Context: an optimization exercise on an open-source flow, tuned for small area, a short achievable clock period and few clock cycles. The choices shown serve that exercise and are no tape-out recipe. In this exercise RTL edits were held to simulation tests only and were not proved equivalent to the original.

===== run.sh =====
#!/bin/bash
# synth_recipe.tcl (not shown) runs the flow's synth.tcl, then flattens the netlist and writes it again
# the make line also repeats each setting of config.mk as NAME=value (left out here)
make -C /OpenROAD-flow-scripts/flow DESIGN_CONFIG=/design/flow/config.mk WORK_HOME=/design/flow/orfs CLKGATE_MAP_FILE= SYNTH_SCRIPT=/design/flow/synth_recipe.tcl finish

===== config.mk =====
export PLATFORM = sky130hd
export DESIGN_NAME = seq_multi
export DESIGN_NICKNAME = seq_multi
export VERILOG_FILES = /design/flow/design.v
export SDC_FILE = /design/flow/constraint.sdc
export NUM_CORES = 4
export LEC_CHECK = 0
export CAP_MARGIN = 20
export CORE_MARGIN = 2
export CORE_UTILIZATION = 40
export SLEW_MARGIN = 20

===== constraint.sdc =====
create_clock -name core_clock -period 5.0 [get_ports {clk}]
set_input_delay 1.0000 -clock core_clock [delete_from_list [all_inputs] [get_ports {clk}]]
set_output_delay 1.0000 -clock core_clock [all_outputs]
set_load 0.01 [all_outputs]

===== design.v =====
`timescale 1ns / 1ps
module seq_multi #(
    parameter WIDTH = 32
) 
(
    input wire logic clk,
    input wire logic rst,
    input wire logic start,
    input wire logic [WIDTH - 1:0] multiplier,
    input wire logic [WIDTH - 1:0] multiplicand,
    output logic busy,
    output logic [(WIDTH * 2) - 1:0] product
);
    logic[(WIDTH * 2):0] product_reg;
    logic[WIDTH - 1:0] multiplicand_reg;
    logic state;
    logic nextState;
    logic[7:0] counter;  
    localparam IDLE  = 1'b0;
    localparam BUSY  = 1'b1; 
    always_ff@(posedge clk)
    begin
        if (rst) begin
            state <= IDLE;
            counter <= 0;
            nextState <= IDLE;
        end else begin
        state <= nextState;
        case(state)
            IDLE:
                if (start) begin
                    product_reg <= multiplier;
                    multiplicand_reg <= multiplicand;
                    counter <= 0;
                    nextState <= BUSY;
                end
            BUSY: begin
                counter <= counter + 1;
                if (counter == WIDTH - 1)
                    nextState <= IDLE;
                else begin
                    if (product_reg[0])
                        product_reg <= {product_reg[(WIDTH * 2):WIDTH] + multiplicand_reg, product_reg[WIDTH - 1:0]} >> 1;
                    else
                        product_reg <= product_reg >> 1;
                end
            end 
        endcase
        end
    end
    assign busy = state == BUSY | nextState == BUSY;
    assign product = product_reg[(WIDTH * 2) - 1:0];
endmodule

==> out/summary.txt, run 1 <==
status - finished clean
ys flop type - edfxtp_1
antenna cells - 0
post-CTS sizing - 0
Critical Path AT - 3.34 ns
vias in the first global route - 5017
#FFs+latches synth - 106
worst hold path type - flop to flop
Slew @ Worst Pin - 0.991 ns
setup bufs post-CTS - 0
clk slew on worst S/H paths - 0.08 ns
Setup CP Type - flop to flop
Detail Route Antenna Nets - 0
worst flop-to-flop path startpoint - product_reg[32]$_SDFFCE_PN0P_
Distinct cells, synth - 66
critical path's slowest cell - a211oi_1
worst path cell trace - ha_1 -> fa_1 -> a211oi_1 -> o211ai_1 -> a211oi_1 -> nor4b_1 -> or3_1 -> a32o_1
most frequent CP cell - a211oi_1
max-cap check violation count - 0
Mean Syn Cell Area - 11.0 sq um
Rows - 45
Die Wd - 128 um
Worst Path Max Fanout - 4
largest net degree at the start of global routing - 48
slowest cell delay on critical path - 0.49 ns
vias - 4959
Final Routed Wirelength - 16000 um
initial antenna violation count - 0
WP data required - 5.12 ns
fin crit period - 3.22 ns
grt total ovfl - 0
synthesis warning total - 1
WHS Path Cells - 1
Inserted Clock Buffers - 9
Slew Viols, Final - 0
Achievable Freq - 310 MHz
number of flip-flops in the largest register - 64
Root Driver - clkbuf_16
Finished Layout Cells - 866
starting density of the core - 0.406
Cells after DPL - 850
Setup crit end kind - flop
First-pass DRT Iterations - 5
commonest non-fill, non-tap cell in the layout - clkdlybuf4s50_1
RSZ-0062 raised after global routing - false
clock skew - 0.0117 ns
cts hold-fix bufs - 0
CP Launch Type - flop
core area - 0.0150 sq mm
Post-synth EDFFs - 96
FF-to-FF End - product_reg[57]$_SDFFCE_PN0P_
post-synthesis instance total - 555
Die ar. - 0.0163 sq mm
die height - 128 um
DP HPWL - 11700 um
I/O Pins - 132
nets@finish - 774
Final setup viols - 0
Clock Latency Late Sink - 0.37 ns
global-route wire length before repair - 25800 um
final hold vios - 0
Bufs and invs on worst path - 0
Avg WL per Cell - 18.5 um
final-layout fill cell count - 1339
layout cells sized above 1 - 0.100
most frequent cells in the layout - clkdlybuf4s50_1, edfxtp_1, nor2_1
clock buffer depth - 2
First DRT Iteration DRCs - 368
sequential fraction of the synthesis area - 0.505
Placer Congestion - 0.884
Fin Setup TNS - 0 ns
Crit path max-delay family - compound AO/OA/AOI/OAI gates
Mapped Nets - 656
vias per std cell - 5.73
worst hold start - nextState$_SDFFE_PP0P_
port bufs - 131
DRC - 0
H-Tree Depth - 3
Worst R2R Setup Slack - 1.78 ns
hold worst-path end - state$_SDFF_PP0_
Synth Cell Area - 0.00610 sq mm
post-route clock period utilization - 0.644
CTS tree - built
CTS sink count - 106
gr usage total - 0.200
Area Growth Syn to Fin - 29.3%
Post-synth ARST share - 0
Worst Reg-to-Reg Cells - 8
Slew headroom - 0.339
[layout make-up]
cell class                      count  area, sq um  area share
Sequential cell                   106         3080       0.391
Clock inverter                      6         67.6     0.00856
Timing Repair Buffer              136         1350       0.171
Inverter                            6         22.5     0.00285
Tap cell                          188          235      0.0298
Multi-Input combinational cell    414         2890       0.367
Clock buffer                       10          239      0.0303
[stage by stage]
stage	area, sq um	setup WS (ns)	utilization	hold WS, ns
floorplan	6110	0.794	-	0.454
global placement	7580	1.69	0.504	0.503
detailed placement	7580	1.62	0.504	0.488
CTS	7890	1.80	0.525	0.504
global route	7890	1.51	0.525	0.519
finish	7890	1.78	0.525	0.498
[cell families after synthesis]
logic type | count (synthesis) | share of synthesized area
muxes | 39 | 0.0705
buffers and inverters | 35 | 0.0234
adders and majority gates | 34 | 0.0709
xor gates and xnor gates | 11 | 0.0158
and+or+nand+nor | 168 | 0.135
DFF | 106 | 0.505
AOI/OAI and AO/OA | 162 | 0.179
[worst reg2reg max path, stage by stage, from the launching register on]
cell and delay (ns):
edfxtp_1 0.43, ha_1 0.26, fa_1 0.42, a211oi_1 0.41
o211ai_1 0.21, a211oi_1 0.49, nor4b_1 0.19, or3_1 0.34
a32o_1 0.25
[worst max-delay path by stage]
stage	from	end	cells after the start	slack, ns
2_1_floorplan	rst	product_reg[0]$_DFFE_PP_	2	0.79
3_3_place_gp	rst	product_reg[41]$_SDFFCE_PN0P_	3	1.69
3_5_place_dp	rst	product_reg[41]$_SDFFCE_PN0P_	3	1.62
4_1_cts	product_reg[32]$_SDFFCE_PN0P_	product_reg[57]$_SDFFCE_PN0P_	8	1.80
5_1_grt	product_reg[32]$_SDFFCE_PN0P_	product_reg[57]$_SDFFCE_PN0P_	8	1.51
6_report	product_reg[32]$_SDFFCE_PN0P_	product_reg[57]$_SDFFCE_PN0P_	8	1.78
[cells in the mapped netlist (2+ instances only)]
| cell type | count | area, sq um |
|---|---|---|
| nor2_1 | 45 | 169 |
| a31oi_1 | 2 | 12.5 |
| nor4_1 | 2 | 12.5 |
| a211o_1 | 2 | 17.5 |
| and4_1 | 2 | 17.5 |
| o21bai_1 | 3 | 22.5 |
| dfxtp_1 | 10 | 200 |
| nand2_1 | 40 | 150 |
| o311ai_0 | 4 | 35.0 |
| nor3b_1 | 4 | 30.0 |
| mux2_2 | 32 | 360 |
| nor4b_1 | 2 | 17.5 |
| clkbuf_1 | 24 | 90.1 |
| nand2b_1 | 4 | 25.0 |
| a41oi_1 | 6 | 52.6 |
| or3_1 | 8 | 50.1 |
| o22ai_1 | 3 | 18.8 |
| nand4_1 | 15 | 93.8 |
| inv_1 | 5 | 18.8 |
| a21o_1 | 18 | 135 |
| mux2i_1 | 7 | 70.1 |
| or2_2 | 2 | 12.5 |
| o31ai_1 | 4 | 30.0 |
| xnor2_1 | 7 | 61.3 |
| a211oi_1 | 8 | 60.1 |
| nor3_1 | 14 | 70.1 |
| nand3_1 | 17 | 85.1 |
| a22oi_1 | 2 | 15.0 |
| o211ai_1 | 5 | 37.5 |
| o21ba_2 | 2 | 20.0 |
| xor2_1 | 4 | 35.0 |
| a21oi_1 | 43 | 215 |
| o21a_1 | 3 | 22.5 |
| buf_2 | 3 | 15.0 |
| a2111oi_0 | 2 | 17.5 |
| and3_1 | 7 | 43.8 |
| edfxtp_1 | 96 | 2880 |
| ha_1 | 33 | 413 |
| a221o_1 | 3 | 30.0 |
| a32o_1 | 4 | 40.0 |
| o21ai_0 | 33 | 165 |
[per-layer routing]
metal / vias up / GRT usage / part of all wire
met2: 143 / 0.335 / 0.48
met5: - / 0 / 0
met1: 2397 / 0.256 / 0.45
met4: 0 / 0.0575 / 0.013
li1: 2404 / - / -
met3: 15 / 0.0515 / 0.059
Testbench counts, summed over its fixed seeds: cycles 17,920.
==> run 2, diff against run 1 <==
==> design.v (replaced) <==
module seq_multi #(
    parameter WIDTH = 32
)
(
    input wire logic clk,
    input wire logic rst,
    input wire logic start,
    input wire logic [WIDTH - 1:0] multiplier,
    input wire logic [WIDTH - 1:0] multiplicand,
    output logic busy,
    output logic [(WIDTH * 2) - 1:0] product
);
    logic [31:0] m;           
    logic [32:0] h;           
    logic [32:0] x;           
    logic [2:0]  cnt;
    logic neg_a, one_a, two_a, neg_b, one_b, two_b;
    wire accept = start & ~busy;
    function automatic [2:0] benc(input b1, input b0, input bp);
        benc[2] = b1 & ~(b0 & bp);                      
        benc[1] = b0 ^ bp;                              
        benc[0] = (b1 & ~b0 & ~bp) | (~b1 & b0 & bp);   
    endfunction
    wire [33:0] sel_a = ({34{one_a}} & {2'b00, m}) | ({34{two_a}} & {1'b0, m, 1'b0});
    wire [33:0] sel_b = ({34{one_b}} & {2'b00, m}) | ({34{two_b}} & {1'b0, m, 1'b0});
    wire [33:0] ppa = sel_a ^ {34{neg_a}};
    wire [33:0] ppb = sel_b ^ {34{neg_b}};
    wire [36:0] op_h  = {{4{h[32]}}, h};
    wire [36:0] op_a  = {{3{ppa[33]}}, ppa};
    wire [36:0] op_b  = {ppb[33], ppb, 2'b00};
    wire [36:0] cs_s, cs_c;
    assign cs_s[0] = op_h[0];
    assign cs_c[0] = op_a[0];
    assign cs_s[1] = op_h[1] ^ op_a[1] ^ neg_b;
    assign cs_c[1] = neg_b;
    genvar i;
    generate
        for (i = 2; i < 37; i = i + 1) begin : g_csa
            assign cs_s[i] = op_h[i] ^ op_a[i] ^ op_b[i];
        end
        for (i = 2; i < 37; i = i + 1) begin : g_csc
            if (i == 2)
                assign cs_c[i] = (op_h[1] & op_a[1]) | (op_h[1] & neg_b) | (op_a[1] & neg_b);
            else
                assign cs_c[i] = (op_h[i-1] & op_a[i-1]) | (op_h[i-1] & op_b[i-1]) | (op_a[i-1] & op_b[i-1]);
        end
    endgenerate
    wire [36:0] sum = cs_s + cs_c + {36'd0, neg_a};
    wire [2:0] nxt_a = benc(x[5], x[4], x[3]);
    wire [2:0] nxt_b = benc(x[7], x[6], x[5]);
    wire [2:0] ini_a = benc(multiplier[2], multiplier[1], 1'b0);
    wire [2:0] ini_b = benc(multiplier[4], multiplier[3], multiplier[2]);
    wire [31:0] p0 = multiplier[0] ? multiplicand : 32'd0;
    always_ff @(posedge clk) begin
        if (rst) begin
            busy <= 1'b0;
            cnt <= 3'd0;
        end else if (accept) begin
            busy <= 1'b1;
            cnt <= 3'd0;
        end else if (busy) begin
            cnt <= cnt + 3'd1;
            if (cnt == 3'd7)
                busy <= 1'b0;
        end
        if (accept) begin
            m <= multiplicand;
            h <= {2'b00, p0[31:1]};
            x <= {p0[0], 1'b0, multiplier[31:1]};
            {neg_a, one_a, two_a} <= ini_a;
            {neg_b, one_b, two_b} <= ini_b;
        end else if (busy) begin
            h <= sum[36:4];
            x <= {sum[3:0], x[32:4]};
            {neg_a, one_a, two_a} <= nxt_a;
            {neg_b, one_b, two_b} <= nxt_b;
        end
    end
    assign product = {h[30:0], x};
endmodule
==> out/summary.txt, run 2 <==
RSZ-0062 raised after global routing - false (unchanged)
critical path's slowest cell - edfxtp_1 (was a211oi_1)
FF-to-FF End - h[27]$_DFFE_PP_ (was product_reg[57]$_SDFFCE_PN0P_)
slowest cell delay on critical path - 0.56 ns (was 0.49 ns)
nets@finish - 1118 (was 774)
WP data required - 5.13 ns (was 5.12 ns)
Setup crit end kind - flop (unchanged)
grt total ovfl - 0 (unchanged)
Root Driver - clkbuf_16 (unchanged)
CP Launch Type - flop (unchanged)
worst path cell trace - inv_1 -> buf_4 -> xnor2_1 -> fa_1 -> inv_1 -> ha_1 -> a21o_1 -> a221o_1 -> o21ai_1 -> o21ai_1 -> a21oi_1 -> o21ai_1 -> nor4b_1 -> nor3_1 (was ha_1 -> fa_1 -> a211oi_1 -> o211ai_1 -> a211oi_1 -> nor4b_1 -> or3_1 -> a32o_1)
multi-input logic area - 0.00476 sq mm (was 0.00289 sq mm)
commonest non-fill, non-tap cell in the layout - clkdlybuf4s50_1 (unchanged)
largest cells by area after synthesis - edfxtp_1, xnor2_1, fa_1 (was edfxtp_1, ha_1, mux2_2)
Final Routed Wirelength - 22400 um (was 16000 um)
max-cap check violation count - 0 (unchanged)
Inserted Clock Buffers - 9 (unchanged)
Mean Syn Cell Area - 9.68 sq um (was 11.0 sq um)
largest net degree at the start of global routing - 75 (was 48)
layout cells sized above 1 - 0.0429 (was 0.100)
#FFs+latches synth - 108 (was 106)
ys flop type - edfxtp_1 (unchanged)
Placer Congestion - 0.884 (about the same)
synthesis warning total - 1 (unchanged)
cts hold-fix bufs - 0 (unchanged)
sequential fraction of the synthesis area - 0.362 (was 0.505)
Fin Setup TNS - 0 ns (unchanged)
clock buffer depth - 2 (unchanged)
most frequent cells in the layout - clkdlybuf4s50_1, edfxtp_1, inv_1 (was clkdlybuf4s50_1, edfxtp_1, nor2_1)
fin crit period - 4.33 ns (was 3.22 ns)
Post-synth ARST share - 0 (unchanged)
final-layout fill cell count - 2065 (was 1339)
Place WS - 0.702 ns (was 1.62 ns)
Die ar. - 0.0231 sq mm (was 0.0163 sq mm)
die height - 152 um (was 128 um)
vias in the first global route - 6747 (was 5017)
clk slew on worst S/H paths - 0.09 ns (was 0.08 ns)
Rows - 54 (was 45)
vias - 6832 (was 4959)
Slew Viols, Final - 0 (unchanged)
Cells after DPL - 1244 (was 850)
First-pass DRT Iterations - 8 (was 5)
post-CTS sizing - 0 (unchanged)
worst flop-to-flop path startpoint - neg_a$_DFFE_PP_ (was product_reg[32]$_SDFFCE_PN0P_)
setup bufs post-CTS - 0 (unchanged)
Area Growth Syn to Fin - 19.1% (was 29.3%)
CTS sink count - 108 (was 106)
Detail Route Antenna Nets - 0 (unchanged)
worst hold path type - flop to flop (unchanged)
hold worst-path end - x[31]$_SDFFE_PP0P_ (was state$_SDFF_PP0_)
I/O Pins - 132 (unchanged)
Avg WL per Cell - 17.8 um (was 18.5 um)
starting density of the core - 0.404 (was 0.406)
Finished Layout Cells - 1260 (was 866)
Final Worst Setup Slack - 0.670 ns (was 1.78 ns)
Post-synth EDFFs - 101 (was 96)
DRC - 0 (unchanged)
status - finished clean (unchanged)
vias per std cell - 5.42 (was 5.73)
antenna cells - 0 (unchanged)
final hold vios - 0 (unchanged)
leading area contributor after synthesis - edfxtp_1 (unchanged)
Slew @ Worst Pin - 0.969 ns (was 0.991 ns)
Final setup viols - 0 (unchanged)
FF+latch area - 0.00317 sq mm (was 0.00308 sq mm)
core area - 0.0217 sq mm (was 0.0150 sq mm)
Synth Cell Area - 0.00876 sq mm (was 0.00610 sq mm)
worst hold start - x[31]$_SDFFE_PP0P_ (was nextState$_SDFFE_PP0P_)
Slew headroom - 0.354 (was 0.339)
gr usage total - 0.194 (was 0.200)
CTS tree - built (unchanged)
Crit path max-delay family - compound AO/OA/AOI/OAI gates (unchanged)
Worst Path Max Fanout - 14 (was 4)
most frequent CP cell - o21ai_1 (was a211oi_1)
Achievable Freq - 231 MHz (was 310 MHz)
port bufs - 131 (unchanged)
Worst R2R Setup Slack - 0.67 ns (was 1.78 ns)
initial antenna violation count - 0 (unchanged)
Die Wd - 152 um (was 128 um)
Critical Path AT - 4.46 ns (was 3.34 ns)
Clock Latency Late Sink - 0.37 ns (about the same)
DP HPWL - 16400 um (was 11700 um)
Worst Reg-to-Reg Cells - 14 (was 8)
First DRT Iteration DRCs - 566 (was 368)
Bufs and invs on worst path - 3 (was 0)
most common library cells after synthesis - edfxtp_1, inv_1, xnor2_1 (was edfxtp_1, nor2_1, a21oi_1)
H-Tree Depth - 3 (unchanged)
Distinct cells, synth - 62 (was 66)
Mapped Nets - 1048 (was 656)
post-route clock period utilization - 0.866 (was 0.644)
WHS Path Cells - 2 (was 1)
clock skew - 0.0139 ns (was 0.0117 ns)
post-synthesis instance total - 905 (was 555)
Synth top area share - 0.346 (was 0.472)
Setup CP Type - flop to flop (unchanged)
global-route wire length before repair - 36100 um (was 25800 um)
run 2: changes by cell type after synthesis, sizes merged, moves of 30 or more:
cell,change
inv,+96
buf,+33
a22o,+30
mux2,-31
xnor2,+77
a22oi,+60
fa,+34
run 2: cells by family (layout without fill, tap and decap cells):
family,Yosys count,after routing,share of synthesized area
compound gates,259,259,0.209
buf+inv,189,264,0.0950
xor+xnor,98,98,0.0980
fa+ha+maj,76,76,0.139
simple gates,172,172,0.0943
flops,108,108,0.362
mux,3,3,0.00357
run 2: how the worst max path moves through the flow:
| stage | slack (ns) | cells after the start | endpoint | start |
|---|---|---|---|---|
| 6_report | 0.67 | 14 | h[27]$_DFFE_PP_ | neg_a$_DFFE_PP_ |
| 5_1_grt | 0.43 | 14 | h[27]$_DFFE_PP_ | neg_a$_DFFE_PP_ |
| 4_1_cts | 0.68 | 14 | h[27]$_DFFE_PP_ | neg_a$_DFFE_PP_ |
| 3_5_place_dp | 0.70 | 14 | h[27]$_DFFE_PP_ | neg_a$_DFFE_PP_ |
| 3_3_place_gp | 0.77 | 14 | h[27]$_DFFE_PP_ | neg_a$_DFFE_PP_ |
| 2_1_floorplan | 0.59 | 17 | h[27]$_DFFE_PP_ | neg_a$_DFFE_PP_ |
run 2: per-stage QoR:
stage | utilization | hold WS, ns | cell area [sq um]
finish | 0.481 | 0.523 | 10400
global route | 0.481 | 0.541 | 10400
CTS | 0.481 | 0.533 | 10400
detailed placement | 0.466 | 0.516 | 10100
global placement | 0.466 | 0.513 | 10100
floorplan | - | 0.500 | 8760
run 2: layout make-up:
cell class	count	area share
flip-flops and latches	108	0.304
multi-input cells	608	0.456
well taps	280	0.0336
inverters	103	0.0373
clock buffers	9	0.0216
repair buffers	145	0.138
clock inverters	7	0.00947
run 2: routing by layer:
layer  global-route usage  share of wire
met1                0.260           0.46
met2                0.325           0.48
met3               0.0431          0.043
met4               0.0414          0.014
met5                    0              0
run 2: worst min-delay path, stage by stage, from the launching register on:
cell and delay (ns):
dfxtp_1 0.35, nand2b_1 0.07, o21ai_0 0.06
Testbench counts of run 2, summed over its fixed seeds: cycles 4,608.
==> run 3, diff against run 2 <==
--- a/config.mk
+++ b/config.mk
@@ -7,2 +7,3 @@
 export LEC_CHECK = 0
+export ABC_CLOCK_PERIOD_IN_PS = 2000
 export CAP_MARGIN = 20
@@ -10,2 +11,3 @@
 export CORE_UTILIZATION = 40
+export SETUP_SLACK_MARGIN = 2.6
 export SLEW_MARGIN = 20
==> out/summary.txt, run 3 <==
status - finished clean (unchanged)
Rows - 54 (unchanged)
Slew @ Worst Pin - 0.774 ns (was 0.969 ns)
final instance area - 0.0119 sq mm (was 0.0104 sq mm)
Levels on crit path - 14 (unchanged)
gr usage total - 0.207 (was 0.194)
Worst Reg-to-Reg Cells - 14 (unchanged)
Crit path max-delay family - compound AO/OA/AOI/OAI gates (unchanged)
end point of the critical path - h[26]$_DFFE_PP_ (was h[27]$_DFFE_PP_)
initial antenna violation count - 0 (unchanged)
max-cap check violation count - 0 (unchanged)
DP HPWL - 16900 um (was 16400 um)
CP Launch Type - flop (unchanged)
Clock Latency Late Sink - 0.37 ns (about the same)
Setup CP Type - flop to flop (unchanged)
Final setup viols - 0 (unchanged)
Final Routed Wirelength - 24300 um (was 22400 um)
Die Wd - 152 um (unchanged)
post-synthesis instance total - 905 (unchanged)
most frequent CP cell - a211o_1 (was o21ai_1)
Detail Route Antenna Nets - 0 (unchanged)
cts hold-fix bufs - 0 (unchanged)
I/O Pins - 132 (unchanged)
Mapped Nets - 1048 (unchanged)
slowest cell delay on critical path - 0.45 ns (was 0.56 ns)
Post-synth ARST share - 0 (unchanged)
most common library cells after synthesis - edfxtp_1, inv_1, xnor2_1 (unchanged)
layout cells sized above 1 - 0.230 (was 0.0429)
vias - 7126 (was 6832)
worst flop-to-flop path startpoint - one_a$_DFFE_PP_ (was neg_a$_DFFE_PP_)
WP data required - 5.10 ns (was 5.13 ns)
Slew headroom - 0.482 (was 0.354)
Inserted Clock Buffers - 9 (unchanged)
Worst Path Max Fanout - 6 (was 14)
commonest non-fill, non-tap cell in the layout - clkdlybuf4s50_1 (unchanged)
core area - 0.0217 sq mm (unchanged)
Achievable Freq - 269 MHz (was 231 MHz)
FF-to-FF End - h[26]$_DFFE_PP_ (was h[27]$_DFFE_PP_)
largest net degree at the start of global routing - 55 (was 75)
Avg WL per Cell - 18.6 um (was 17.8 um)
CTS sink count - 108 (unchanged)
synthesis warning total - 1 (unchanged)
fin crit period - 3.71 ns (was 4.33 ns)
worst hold path type - flop to flop (unchanged)
GRT busiest layer - met2 (unchanged)
Setup crit start - one_a$_DFFE_PP_ (was neg_a$_DFFE_PP_)
First-pass DRT Iterations - 5 (was 8)
die height - 152 um (unchanged)
Setup crit end kind - flop (unchanged)
Worst R2R Setup Slack - 1.29 ns (was 0.67 ns)
DRC - 0 (unchanged)
DP Area - 0.0104 sq mm (was 0.0101 sq mm)
met3 usage - 0.0368 (was 0.0431)
final-layout fill cell count - 1910 (was 2065)
Distinct cells, synth - 62 (unchanged)
critical path's slowest cell - fa_2 (was edfxtp_1)
global-route wire length before repair - 38400 um (was 36100 um)
Cells after DPL - 1242 (was 1244)
First DRT Iteration DRCs - 492 (was 566)
vias per std cell - 5.46 (was 5.42)
clock buffer depth - 2 (unchanged)
Die ar. - 0.0231 sq mm (unchanged)
Fin Setup TNS - 0 ns (unchanged)
Synth top area share - 0.346 (unchanged)
Root Driver - clkbuf_16 (unchanged)
Synth Cell Area - 0.00876 sq mm (unchanged)
GRT met1 Usage - 0.276 (was 0.260)
RSZ-0062 raised after global routing - true (was false)
post-route clock period utilization - 0.742 (was 0.866)
Post-synth EDFFs - 101 (unchanged)
Final Worst Setup Slack - 1.29 ns (was 0.670 ns)
antenna cells - 0 (unchanged)
starting density of the core - 0.404 (unchanged)
vias in the first global route - 7169 (was 6747)
Area Growth Syn to Fin - 36.1% (was 19.1%)
worst path cell trace - buf_6 -> buf_4 -> a22oi_2 -> xnor2_2 -> fa_2 -> ha_2 -> a211o_1 -> a211oi_2 -> nor2_1 -> a211o_1 -> a2111oi_4 -> nor4_2 -> mux2i_1 -> o311ai_1 (was inv_1 -> buf_4 -> xnor2_1 -> fa_1 -> inv_1 -> ha_1 -> a21o_1 -> a221o_1 -> o21ai_1 -> o21ai_1 -> a21oi_1 -> o21ai_1 -> nor4b_1 -> nor3_1)
port bufs - 131 (unchanged)
sequential fraction of the synthesis area - 0.362 (unchanged)
Slew Viols, Final - 0 (unchanged)
leading area contributor after synthesis - edfxtp_1 (unchanged)
nets@finish - 1164 (was 1118)
Finished Layout Cells - 1306 (was 1260)
clock skew - 0.0140 ns (was 0.0139 ns)
clk slew on worst S/H paths - 0.08 ns (was 0.09 ns)
ys flop type - edfxtp_1 (unchanged)
GRT met2 Usage - 0.345 (was 0.325)
#FFs+latches synth - 108 (unchanged)
Mean Syn Cell Area - 9.68 sq um (unchanged)
H-Tree Depth - 3 (unchanged)
most frequent cells in the layout - clkdlybuf4s50_1, edfxtp_1, inv_1 (unchanged)
Placer Congestion - 0.858 (was 0.884)
final hold vios - 0 (unchanged)
Place WS - 0.657 ns (was 0.702 ns)
largest cells by area after synthesis - edfxtp_1, xnor2_1, fa_1 (unchanged)
Critical Path AT - 3.82 ns (was 4.46 ns)
grt total ovfl - 0 (unchanged)
CTS tree - built (unchanged)
Bufs and invs on worst path - 2 (was 3)
[run 3: final cells by class]
class                   instances  area, sq um  area share
flip-flops and latches        108         3180       0.266
inverters                     103          434      0.0364
well taps                     280          350      0.0294
clock buffers                  10          239      0.0200
clock inverters                 6         63.8     0.00535
multi-input cells             608         5750       0.482
repair inverters                1         8.76    0.000734
repair buffers                190         1910       0.160
[run 3: how the worst min path moves through the flow]
stage / startpoint / end / slack [ns] / depth (start not counted)
floorplan: h[31]$_SDFFE_PP0P_ / h[31]$_SDFFE_PP0P_ / 0.50 / 1
global placement: x[31]$_SDFFE_PP0P_ / x[31]$_SDFFE_PP0P_ / 0.50 / 2
detailed placement: x[31]$_SDFFE_PP0P_ / x[31]$_SDFFE_PP0P_ / 0.51 / 2
CTS: x[31]$_SDFFE_PP0P_ / x[31]$_SDFFE_PP0P_ / 0.52 / 2
global route: x[31]$_SDFFE_PP0P_ / x[31]$_SDFFE_PP0P_ / 0.56 / 2
finish: x[31]$_SDFFE_PP0P_ / x[31]$_SDFFE_PP0P_ / 0.52 / 2
[run 3: worst min-delay path, cell delays in order (launching register included)]
cell and delay, ns:
dfxtp_1 0.35, nand2b_1 0.07, o21ai_0 0.06
[run 3: cell families after synthesis]
group	synth area share
xor+xnor	0.0980
flops	0.362
mux	0.00357
buf+inv	0.0950
compound gates	0.209
simple gates	0.0943
fa+ha+maj	0.139
[run 3: per-stage QoR]
stage,utilization,hold WS (ns)
after CTS,0.528,0.523
after detailed placement,0.478,0.511
after floorplan,-,0.500
after global routing,0.550,0.562
final,0.550,0.522
after global placement,0.478,0.502
[run 3: repair_timing]
| item | CTS | global route |
|---|---|---|
| buffers inserted | 32 | 13 |
| setup endpoints to repair | 158 | 87 |
| cloned | 3 | 0 |
| pin swaps | 34 | 39 |
| gates resized for setup | 100 | 66 |
[run 3: metal layers]
layer / up-vias / part of all wire
li1: 3440 / -
met1: 3491 / 0.46
met2: 163 / 0.49
met3: 32 / 0.039
met4: 0 / 0.018
met5: - / 0

==> separate check: timing with driven ports <==
The results above use ideal ports. As a check the final layouts listed here were re-extracted and re-timed, cells and wires unchanged.
Step 1 (the two cells are an assumption about what drives the block):
set clk [get_ports {clk}]
set_driving_cell -lib_cell sky130_fd_sc_hd__clkbuf_16 $clk
set_driving_cell -lib_cell sky130_fd_sc_hd__buf_2 [delete_from_list [all_inputs] $clk]
Step 2, shift: input delay + t, output delay - t, t = (earliest + latest rising clock arrival at the registers) / 2. This alone moves slack from input paths to output paths.
Slacks: ideal ports / drivers / drivers and shift; pairs: ideal ports / drivers.
run | t, ns | setup WS [ns] | hold slack, ns | worst setup path at the end
run 1 | 0.401 | 1.778 / 1.778 / 1.671 | 0.498 / 0.498 / 0.498 | input to register
run 2 | 0.412 | 0.670 / 0.670 / 0.670 | 0.523 / 0.523 / 0.523 | register to register
run 3 | 0.407 | 1.288 / 1.288 / 1.288 | 0.522 / 0.522 / 0.522 | register to register
After both steps setup and hold are still met in every run listed. For run 1, which loses most, drivers alone change the setup slack by 0.000 ns; drivers and shift together by -0.107 ns.
